Context: an optimization exercise on an open-source flow, tuned for small area, a short achievable clock period and few clock cycles per item. The choices shown serve that exercise and are no tape-out recipe.
Function was not checked in any run shown here: the RTL went through the layout flow alone.

==> flow/design.v (outline; a module is shown in full before it is edited, if it fits) <==
// module circ: 1890 lines
// module fa: 6 lines
// module cellp: 8 lines
// module celln: 8 lines
// module ha: 6 lines
module circ(clk, reset, pushin, Xin, Rin, pushout, Yout);
  // ...
==> flow/run.sh <==
#!/bin/bash
# synth_recipe.tcl (not shown) runs the flow's synth.tcl, then flattens the netlist and writes it again
# the make line also repeats each setting of config.mk as NAME=value (left out here)
make -C /OpenROAD-flow-scripts/flow DESIGN_CONFIG=/design/flow/config.mk WORK_HOME=/design/flow/orfs CLKGATE_MAP_FILE= SYNTH_SCRIPT=/design/flow/synth_recipe.tcl finish
==> flow/config.mk <==
export PLATFORM = sky130hd
export DESIGN_NAME = circ
export DESIGN_NICKNAME = circ
export VERILOG_FILES = /design/flow/design.v
export SDC_FILE = /design/flow/constraint.sdc
export NUM_CORES = 4
export LEC_CHECK = 0
export CAP_MARGIN = 60
export CORE_MARGIN = 2
export CORE_UTILIZATION = 40
export SLEW_MARGIN = 70
export SYNTH_HIERARCHICAL = 1
export SYNTH_MINIMUM_KEEP_SIZE = 0
==> flow/constraint.sdc <==
create_clock -name core_clock -period 80.0 [get_ports {clk}]
set_input_delay 16.0000 -clock core_clock [delete_from_list [all_inputs] [get_ports {clk}]]
set_output_delay 16.0000 -clock core_clock [all_outputs]
set_load 0.01 [all_outputs]
==> run_results.csv, run 1 <==
group,metric,value,unit
logic_synthesis,syn-mean-instance-area,8.94,um2
clock_tree,postCtsHoldBufs,0,
sta,slew_headroom,0.694,
worst_setup_path,worstPathRequired,64.00,ns
worst_setup_path,slowest_delay,0.53,ns
layout,nonClkBufAreaFrac,0.0317,
drt,vias,30900,
worst_setup_path,r2r-end,"Y[0]$_DFF_P_",
place,dpl_cell_area,40900,um2
worst_setup_path,crit_family,"buffers and inverters",
logic_synthesis,synth_edf_count,0,
clock_tree,cts_sinks,274,
sta,tns,0,ns
clock_tree,clk_pin_slew,0.06,ns
logic_synthesis,async_flop_share,0.0219,
logic_synthesis,ys_warn_count,7,
global_route,grt_use_met1,0.300,
layout,clock_area_frac,0.0273,
logic_synthesis,ys_types,104,
drt,ant_nets,0,
logic_synthesis,synth_compound_area_frac,0.164,
global_route,grt_pass1_vias,31100,
logic_synthesis,synth_xor_area_frac,0.0625,
outcome,outcome,"complete, no violations",
layout,final_common_cell,"nand2_1",
global_route,track_usage,0.217,
global_route,grtUsageMet2,0.350,
sta,skew,0.0199,ns
logic_synthesis,yosys.area_share.simple,0.177,
worst_setup_path,worstSetupEndpointType,"output pin",
layout,area.growth.synth_to_final,10.1,%
logic_synthesis,synth_ff_type,"dfxtp_1",
==> run 2: changes to the inputs <==
--- a/flow/config.mk
+++ b/flow/config.mk
@@ -5,9 +5,9 @@
 export SDC_FILE = /design/flow/constraint.sdc
 export NUM_CORES = 4
 export LEC_CHECK = 0
-export CAP_MARGIN = 60
+export CAP_MARGIN = 20
 export CORE_MARGIN = 2
 export CORE_UTILIZATION = 40
-export SLEW_MARGIN = 70
+export SLEW_MARGIN = 20
 export SYNTH_HIERARCHICAL = 1
 export SYNTH_MINIMUM_KEEP_SIZE = 0
==> run_results.csv, run 2 <==
group,metric,value,unit
logic_synthesis,synth_common_cells,"525 x nand2_1, 508 x fa_1, 386 x ha_1",
sta,fmax,57.4,MHz
logic_synthesis,syn-mean-instance-area,8.94,um2
logic_synthesis,yosys_register_bits,274,
die,core_area,95000,um2
clock_tree,postCtsHoldBufs,0,
clock_tree,cts_buffers,36,
worst_setup_path,cp_max_fo,1,
worst_setup_path,crit_arrival,1.43,ns
logic_synthesis,syn_inst,4290,
worst_setup_path,slowest_delay,0.52,ns
drt,drcViolationCount,0,
logic_synthesis,synth_top_area_frac,0.265,
worst_setup_path,path_buf_inv,1,
worst_setup_path,worstPathRequired,64.00,ns
worst_setup_path,crit_end,"pushout",
worst_setup_path,slowest_stage,"clkdlybuf4s50_1",
worst_setup_path,worstSetupEndpointType,"output pin",
worst_setup_path,worstPathCellList,"clkdlybuf4s50_1",
die,row_count,113,
worst_setup_path,ff2ff_setup_slack,65.00,ns
worst_setup_path,worstSetupPathDepth,1,
place,place.gp.congestion,0.891,
drt,first_pass_iters,5,
logic_synthesis,syn_nets,5235,
worst_setup_path,crit_family,"buffers and inverters",
logic_synthesis,ys_warn_count,7,
worst_setup_path,r2r-end,"RR18[15]$_DFF_P_",
die,dieArea,98400,um2
layout,multi_input_area,31300,um2
place,hpwl,80.5,mm
clock_tree,cts_root_buffer,"clkbuf_16",
layout,nNetsFinal,5260,
logic_synthesis,ys_types,104,
min_path,hp-class,"flop to flop",
logic_synthesis,synth_top_area_cell,"fa_1",
logic_synthesis,synth_area,38400,um2
clock_tree,cts_setup_buffers,0,
drt,vias,30600,
worst_setup_path,timing.rr.start,"QQ13[1]$_DFF_P_",
sta,min_period,17.43,ns
sta,slew_headroom,0.238,
sta,final.period_utilization,0.218,
die,ios,76,
sta,setup_viol,0,
clock_tree,clkLatencyLatePin,0.60,ns
sta,worst_pin_slew,1.11,ns
flow_run,max-cap-violations,0,
place,port_buffers,75,
global_route,grt_overflow_total,0,
clock_tree,cts_max_path_buffers,3,
clock_tree,clk_pin_slew,0.06,ns
sta,rsz0062_at_grt,"no",
place,dp.cells,5542,
logic_synthesis,async_flop_share,0.0219,
layout,area.growth.synth_to_final,8.95,%
logic_synthesis,synth_ff_type,"dfxtp_1",
logic_synthesis,synth_edf_count,0,
layout,largest_register_ffs,42,
logic_synthesis,yosysMostFrequentCell,"nand2_1",
sta,fin_hold_ws,0.322,ns
drt,avgRoutedWirePerCell,19.0,um
worst_setup_path,start_kind,"flop",
clock_tree,post_cts_resized,0,
worst_setup_path,r2r_cells,60,
clock_tree,cts_tree,"done",
layout,final_common_cell,"nand2_1",
global_route,grt_start_max_net_pins,37,
global_route,antenna_found_initial,5,
die,die_h,314,um
sta,hold_viol,0,
clock_tree,cts_max_level,2,
sta,skew,0.0239,ns
die,die_w,314,um
drt,routed_wl,107,mm
layout,diodes,0,
logic_synthesis,synth_area_leaders,"fa_1 27%, dfxtp_1 14%, ha_1 13%",
global_route,grt_pass1_vias,30700,
global_route,track_usage,0.217,
outcome,outcome,"complete, no violations",
layout,drive_gt1_frac,0.0560,
layout,regArea,5520,um2
layout,fillCellCount,9451,
sta,tns,0,ns
layout,finalNonFillerCells,5608,
logic_synthesis,ys_seq_area_frac,0.144,
layout,layout_common_cells,"525 x nand2_1, 508 x fa_1, 386 x ha_1, 310 x a21oi_1, 295 x and2_1",
die,initial_core_util,0.404,
global_route,grt_pass1_wl,170,mm
drt,drt_iter0_markers,1841,
drt,vias_per_cell,5.47,
clock_tree,cts_sinks,274,
drt,ant_nets,0,
layout,largest_register,"DD2",
worst_setup_path,crit_type,"flop to output pin",
sta,maxSlewViolCount,0,
layout,largestRegisters,"DD2 x42, DD8 x30",
worst_setup_path,crit_start,"v[5]$_DFF_PP0_",
==> run 2: cell counts after synthesis <==
Identical to the previous run, type by type.
==> run 2: per-layer routing <==
layer	global-route usage	wire, um	vias to the layer above
met5	0	0	-
met4	0.0560	2440	0
met3	0.0347	6320	168
met2	0.351	48800	819
met1	0.303	49000	15000
li1	-	-	14700
==> run 2: area by class of cell <==
type                            count  share of cell area
Timing Repair Buffer              131              0.0280
Clock inverter                     25             0.00727
Clock buffer                       41              0.0225
Tap cell                         1265              0.0379
Inverter                          273              0.0245
Sequential cell                   274               0.132
Multi-Input combinational cell   3599               0.748
==> run 2: cell families after synthesis <==
family                     synth area share
AOI/OAI and AO/OA                     0.164
xor gates and xnor gates             0.0625
adders and majority gates             0.391
buffers and inverters                0.0414
DFF                                   0.144
muxes                                0.0207
and+or+nand+nor                       0.177
==> run 2: how the worst min path moves through the flow <==
stage,startpoint,end,slack [ns],depth (start not counted)
after global placement,DD8[0]$_DFF_P_,DD13[0]$_DFF_P_,0.31,0
final,DD13[8]$_DFF_P_,DD18[8]$_DFF_P_,0.32,0
after detailed placement,DD13[2]$_DFF_P_,DD18[2]$_DFF_P_,0.31,0
after floorplan,DD8[0]$_DFF_P_,DD13[0]$_DFF_P_,0.31,0
after CTS,DD8[2]$_DFF_P_,DD13[2]$_DFF_P_,0.32,0
after global routing,DD2[4]$_DFF_P_,DD8[4]$_DFF_P_,0.33,0
==> run 2: stage by stage <==
stage | setup slack (ns) | instance area [um2] | util
final | 62.57 | 41800 | 0.440
after global routing | 62.52 | 41800 | 0.440
after CTS | 62.51 | 41800 | 0.440
after detailed placement | 63.17 | 40600 | 0.427
after global placement | 63.17 | 40600 | 0.427
after floorplan | 63.62 | 38400 | -
==> run 2: per-module statistics from Yosys, one instance, submodules excluded <==
module,flops+latches,copies in the design,cells,cell area (um2)
circ,274,1,3758,27900
fa,0,508,1,20.0
ha,0,24,1,12.5

## re-timing with driven ports
The results above use ideal ports. As a check the final layouts listed here were re-extracted and re-timed, cells and wires unchanged. Step 1 (the two cells are an assumption about what drives the block):
set clk [get_ports {clk}]
set_driving_cell -lib_cell sky130_fd_sc_hd__clkbuf_16 $clk
set_driving_cell -lib_cell sky130_fd_sc_hd__buf_2 [delete_from_list [all_inputs] $clk]
Step 2, shift: input delay + t, output delay - t, t = (earliest + latest rising clock arrival at the registers) / 2. This alone moves slack from input paths to output paths. a / b / c = no drivers / after step 1 / after step 2; a / b = the first two.
run	t, ns	setup slack, ns	worst hold slack (ns)
run 1	0.647	62.565 / 62.501 / 63.147	0.320 / 0.320 / 0.320
run 2	0.646	62.566 / 62.503 / 63.149	0.322 / 0.322 / 0.322
After both steps setup and hold are still met in every run listed.
